This is an optimization exercise on Yosys and OpenROAD, whose aim is small area, not a production implementation. In this exercise RTL edits were held to simulation tests only and were not proved equivalent to the original. Power and IR drop assume default switching activity.

Design top_module_x3, start of the top module:
module top_module_x3 (
    input wire clk,
    input wire rst_n,
    output reg buzzer,
    input  wire sda1_i, output wire sda1_o, output wire sda1_oe, output wire scl1,
    input  wire sda2_i, output wire sda2_o, output wire sda2_oe, output wire scl2,
    input  wire sda3_i, output wire sda3_o, output wire sda3_oe, output wire scl3,
    output wire lcd_rs,
    output wire lcd_rw,
    output wire lcd_en,
    output wire [7:0] lcd_d,
    output reg relay1,
    output reg relay2,
    output reg relay3
);
    reg [1:0] q;
    wire tick = q[1] & q[0];
    reg [5:0] ss;
    reg [3:0] bidx;
    reg [2:0] ucnt;      
    wire inbyte = ~(ss[5] & (ss[4] | ss[3] | ss[2]));
    wire [3:0] slot = ss[5:2];
    wire [1:0] sub  = ss[1:0];
    wire b_last  = (bidx == 4'd3) | (bidx == 4'd5) | bidx[3];
    wire b_read  = (bidx == 4'd7) | bidx[3];
    wire b4      = (bidx == 4'd4);
    wire nxt     = tick & (ss == 6'd39);
  ...
For scale: ~500 cells after synthesis, ~120 flip-flops.
==> module top_module_x3, before the edit <==
module top_module_x3 (
    input wire clk,
    input wire rst_n,
    output reg buzzer,
    input  wire sda1_i, output wire sda1_o, output wire sda1_oe, output wire scl1,
    input  wire sda2_i, output wire sda2_o, output wire sda2_oe, output wire scl2,
    input  wire sda3_i, output wire sda3_o, output wire sda3_oe, output wire scl3,
    output wire lcd_rs,
    output wire lcd_rw,
    output wire lcd_en,
    output wire [7:0] lcd_d,
    output reg relay1,
    output reg relay2,
    output reg relay3
);
    reg [1:0] q;
    wire tick = q[1] & q[0];
    reg [5:0] ss;
    reg [3:0] bidx;
    reg [2:0] ucnt;      
    wire inbyte = ~(ss[5] & (ss[4] | ss[3] | ss[2]));
    wire [3:0] slot = ss[5:2];
    wire [1:0] sub  = ss[1:0];
    wire b_last  = (bidx == 4'd3) | (bidx == 4'd5) | bidx[3];
    wire b_read  = (bidx == 4'd7) | bidx[3];
    wire b4      = (bidx == 4'd4);
    wire nxt     = tick & (ss == 6'd39);
    wire upd     = nxt & bidx[3];    
    always @(posedge clk or negedge rst_n) begin
        if (!rst_n) begin
            q <= 2'd0;
            ss <= 6'd40; bidx <= 4'd0; ucnt <= 3'd0;
        end else begin
            q <= {q[0] ^ q[1], ~q[0] | q[1]};
            if (tick) begin
                if (ss == 6'd35) begin
                    if (b_last) ss <= 6'd37;
                    else begin
                        bidx <= bidx + 4'd1;
                        ss <= (bidx[2] & bidx[1]) ? 6'd0 : 6'd3;
                    end
                end else ss <= ss + 6'd1;
                if (ss == 6'd39) begin
                    bidx <= bidx[3] ? 4'd4 : bidx + 4'd1;
                    if (bidx[3] && !(&ucnt)) ucnt <= ucnt + 3'd1;
                end
            end
        end
    end
    wire g_scl_lo = (ss == 6'd37) | (ss == 6'd63);
    wire g_o_lo   = g_scl_lo | (ss == 6'd38) | (ss == 6'd62);
    wire scl_c = inbyte ? (sub[1] ^ sub[0]) : ~g_scl_lo;
    wire is_addr = (bidx == 4'd0) | b4 | (bidx == 4'd6);
    wire oe_c  = inbyte ? (slot[3] ? b_read : ~b_read & ~(slot == 4'd0 & ~is_addr))
                        : ~(ss == 6'd40 && bidx == 4'd0);
    wire [2:0] bitn = ~slot[2:0];             
    reg cbit;                                  
    always @(*) begin
        case (bidx)
            4'd1: cbit = (bitn == 3'd0) | (bitn == 3'd2);      
            4'd2: cbit = (bitn == 3'd4);                       
            4'd5: cbit = (bitn == 3'd2);                       
            4'd6: cbit = (bitn == 3'd7) | (bitn == 3'd0);      
            4'd8: cbit = 1'b1;                                 
            4'd0, 4'd4: cbit = (bitn == 3'd7);                 
            default: cbit = 1'b0;                              
        endcase
    end
    wire o1 = inbyte ? cbit : ~g_o_lo;
    wire o2 = inbyte ? (cbit | (is_addr & bitn == 3'd1 & ~slot[3])) : ~g_o_lo;
    wire o3 = inbyte ? (cbit | (is_addr & bitn == 3'd3 & ~slot[3])) : ~g_o_lo;
    assign scl1 = scl_c; assign scl2 = scl_c; assign scl3 = scl_c;
    assign sda1_oe = oe_c; assign sda2_oe = oe_c; assign sda3_oe = oe_c;
    assign sda1_o = o1; assign sda2_o = o2; assign sda3_o = o3;
    wire rd_slot = inbyte & b_read & ~slot[3];
    wire proc  = rd_slot & (tick ? (~sub[1] & sub[0]) : ((q[1] ^ q[0]) & sub[1] & ~sub[0]));
    wire first = (bidx == 4'd7) & (slot[2:0] == 3'd0);
    wire msb = ~bidx[3];
    wire c32 = msb & (bitn == 3'd6 | bitn == 3'd5 | bitn == 3'd4 | bitn == 3'd3 | bitn == 3'd2 | bitn == 3'd0);
    wire c5  = msb ? (bitn == 3'd0) : (bitn == 3'd7 | bitn == 3'd6 | bitn == 3'd5 | bitn == 3'd4 | bitn == 3'd2);
    wire k14 = msb & (bitn == 3'd6);
    reg d3, d2;              
    always @(posedge clk or negedge rst_n)
        if (!rst_n) begin d3 <= 1'b0; d2 <= 1'b0; end
        else begin d3 <= sda3_i; if (tick) d2 <= sda2_i; end
    wire sbit = tick ? sda1_i : (q[1] ? d2 : d3);
    reg [13:0] ra, rb, rc;   
    wire [13:0] rstep;
    ina_step U_STEP (.r(ra), .first(first), .c32(c32), .c5(c5), .k14(k14), .sda(sbit), .rn(rstep));
    always @(posedge clk or negedge rst_n)
        if (!rst_n) begin ra <= 14'd0; rb <= 14'd0; rc <= 14'd0; end
        else begin ra <= rc; rb <= proc ? rstep : ra; rc <= rb; end
    wire dload = (ss == 6'd39) & bidx[3] & (q != 2'd0);
    reg [11:0] da, db, dc;
    always @(posedge clk or negedge rst_n)
        if (!rst_n) begin da <= 12'd0; db <= 12'd0; dc <= 12'd0; end
        else begin da <= dc; db <= dload ? ra[13:2] : da; dc <= db; end
    wire [11:0] v1 = db, v2 = dc, v3 = da;
    reg c1, c2, c3;
    always @(posedge clk or negedge rst_n)
        if (!rst_n) begin
            c1 <= 1'b0; c2 <= 1'b0; c3 <= 1'b0;
        end else if (upd) begin
            c1 <= ~ra[1] & ra[0]; c2 <= ~rb[1] & rb[0]; c3 <= ~rc[1] & rc[0];
        end
    wire u6 = (ucnt == 3'd6);
    wire prot = (&ucnt) | u6 | ((ucnt == 3'd5) & ~(b4 & ss[5] & (ss[4] ^ ss[3])));    
    wire rel_pt = q[1] & ~q[0] & (bidx == 4'd6) & (u6 ? (ss == 6'd62) : (ss == 6'd46));
    reg a1, a2, a3;
    always @(posedge clk or negedge rst_n) begin
        if (!rst_n) begin
            relay1 <= 1'b1; relay2 <= 1'b1; relay3 <= 1'b1;
            buzzer <= 1'b1;
            a1 <= 1'b0; a2 <= 1'b0; a3 <= 1'b0;
        end else begin
            if (prot & (c1 | c2 | c3)) buzzer <= 1'b0;
            if (upd) begin a1 <= prot & c1; a2 <= prot & c2; a3 <= prot & c3; end
            if (rel_pt & a1 & c1) relay1 <= 1'b0;
            if (rel_pt & a2 & c2) relay2 <= 1'b0;
            if (rel_pt & a3 & c3) relay3 <= 1'b0;
        end
    end
    lcd_controller_x3 U_LCD (
        .clk(clk), .reset(rst_n),
        .val1(v1), .val2(v2), .val3(v3),
        .rs(lcd_rs), .rw(lcd_rw), .enable(lcd_en), .data(lcd_d)
    );
endmodule
Settings: LEC_CHECK=0, CAP_MARGIN=20, CORE_MARGIN=2, CORE_UTILIZATION=60, SLEW_MARGIN=20, BUFFER_PORTS_ARGS=-buffer_cell sky130_fd_sc_hd__buf_1, CTS_ARGS=-sink_clustering_enable -repair_clock_nets -dont_use_dummy_load -buf_list sky130_fd_sc_hd__clkbuf_4; clock period 20.0 ns.
standard.sh (not shown) runs the stock make flow with config.mk's settings and CLKGATE_MAP_FILE= SYNTH_SCRIPT=/design/flow/synth_recipe.tcl, a recipe that flattens the netlist after the stock synthesis.
==> flow/flow/run.sh <==
#!/bin/bash
# Own layout flow: the standard ORFS flow (standard.sh) with three
# changes to how the layout is made:
#  - synthesis leaves adders to abc as plain logic instead of mapping them to
#    half/full-adder cells (ADDER_MAP_FILE empty); the registers, their names
#    and cell types are exactly the standard synthesis's
#  - the I/O port buffers are sky130_fd_sc_hd__buf_1 (the standard flow's
#    buffer_ports picks a larger cell; the ports see only 0.01 pF)
#  - clock tree synthesis uses clkbuf_4 and adds no dummy loads
# Everything else (floorplan, placement, routing) is standard.sh.
# The ORFS logs of every step are in orfs/logs; make's output is in
# standard.log.
set -e
cat >> config.mk <<'EOM'
export ADDER_MAP_FILE =
export BUFFER_PORTS_ARGS = -buffer_cell sky130_fd_sc_hd__buf_1
export CTS_ARGS = -sink_clustering_enable -repair_clock_nets -dont_use_dummy_load -buf_list sky130_fd_sc_hd__clkbuf_4
EOM
bash standard.sh > standard.log 2>&1
Then changed:
--- a/flow/design.v
+++ b/flow/design.v
@@ -166,13 +166,13 @@
     wire msb = ~bidx[3];
     wire c32 = msb & (bitn == 3'd6 | bitn == 3'd5 | bitn == 3'd4 | bitn == 3'd3 | bitn == 3'd2 | bitn == 3'd0);
     wire c5  = msb ? (bitn == 3'd0) : (bitn == 3'd7 | bitn == 3'd6 | bitn == 3'd5 | bitn == 3'd4 | bitn == 3'd2);
     wire k14 = msb & (bitn == 3'd6);
-    reg d3, d2;              
-    always @(posedge clk or negedge rst_n)
-        if (!rst_n) begin d3 <= 1'b0; d2 <= 1'b0; end
-        else begin d3 <= sda3_i; if (tick) d2 <= sda2_i; end
-    wire sbit = tick ? sda1_i : (q[1] ? d2 : d3);
+    reg d3, d2a, d2b;        
+    always @(posedge clk or negedge rst_n)
+        if (!rst_n) begin d3 <= 1'b0; d2a <= 1'b0; d2b <= 1'b0; end
+        else begin d3 <= sda3_i; d2a <= sda2_i; d2b <= d2a; end
+    wire sbit = tick ? sda1_i : (q[1] ? d2b : d3);
     reg [13:0] ra, rb, rc;   
     wire [13:0] rstep;
     ina_step U_STEP (.r(ra), .first(first), .c32(c32), .c5(c5), .k14(k14), .sda(sbit), .rn(rstep));
     always @(posedge clk or negedge rst_n)
Synthesized area came out higher by 3.6%. Final area came out higher by 2.1%. Sequential power stays flat. Worst setup slack degrades by 0.11 ns. Count of clock-buffer cells in the layout stays the same. Routed wire length came out higher by 2.7%. Via count came out higher by 2.5%. Hold slack barely changes. Fmax came out lower by 1.8%. Global-route usage came out lower by 0.22 points. Clock skew came out higher by 0.014 ns. Critical path depth came out higher by 1.

[afterwards: timing with drivers on the ports]
Ports are ideal in the flow. The routed layouts listed here were re-timed in OpenROAD.
Step 1 sets driving cells, clkbuf_16 on the clock port and buf_2 on the other inputs (assumed; they add their load-dependent delay and slew).
Step 2 also shifts input and output timing later by t, the mid clock arrival at the registers, as if the neighbouring blocks saw the same clock.
a / b / c = ideal ports / drivers / drivers and shift; a / b = the first two.
run | t, ns | setup slack, ns | hold WS [ns] | worst setup path at the end | slew at the worst register clock pin (ns)
the first run | 0.482 | 13.712 / 13.681 / 14.162 | 0.314 / 0.314 / 0.314 | register to output | 0.11 / 0.11
the second run | 0.500 | 13.600 / 13.567 / 14.067 | 0.316 / 0.316 / 0.316 | register to output | 0.12 / 0.12
After both steps setup and hold are still met in every run listed.
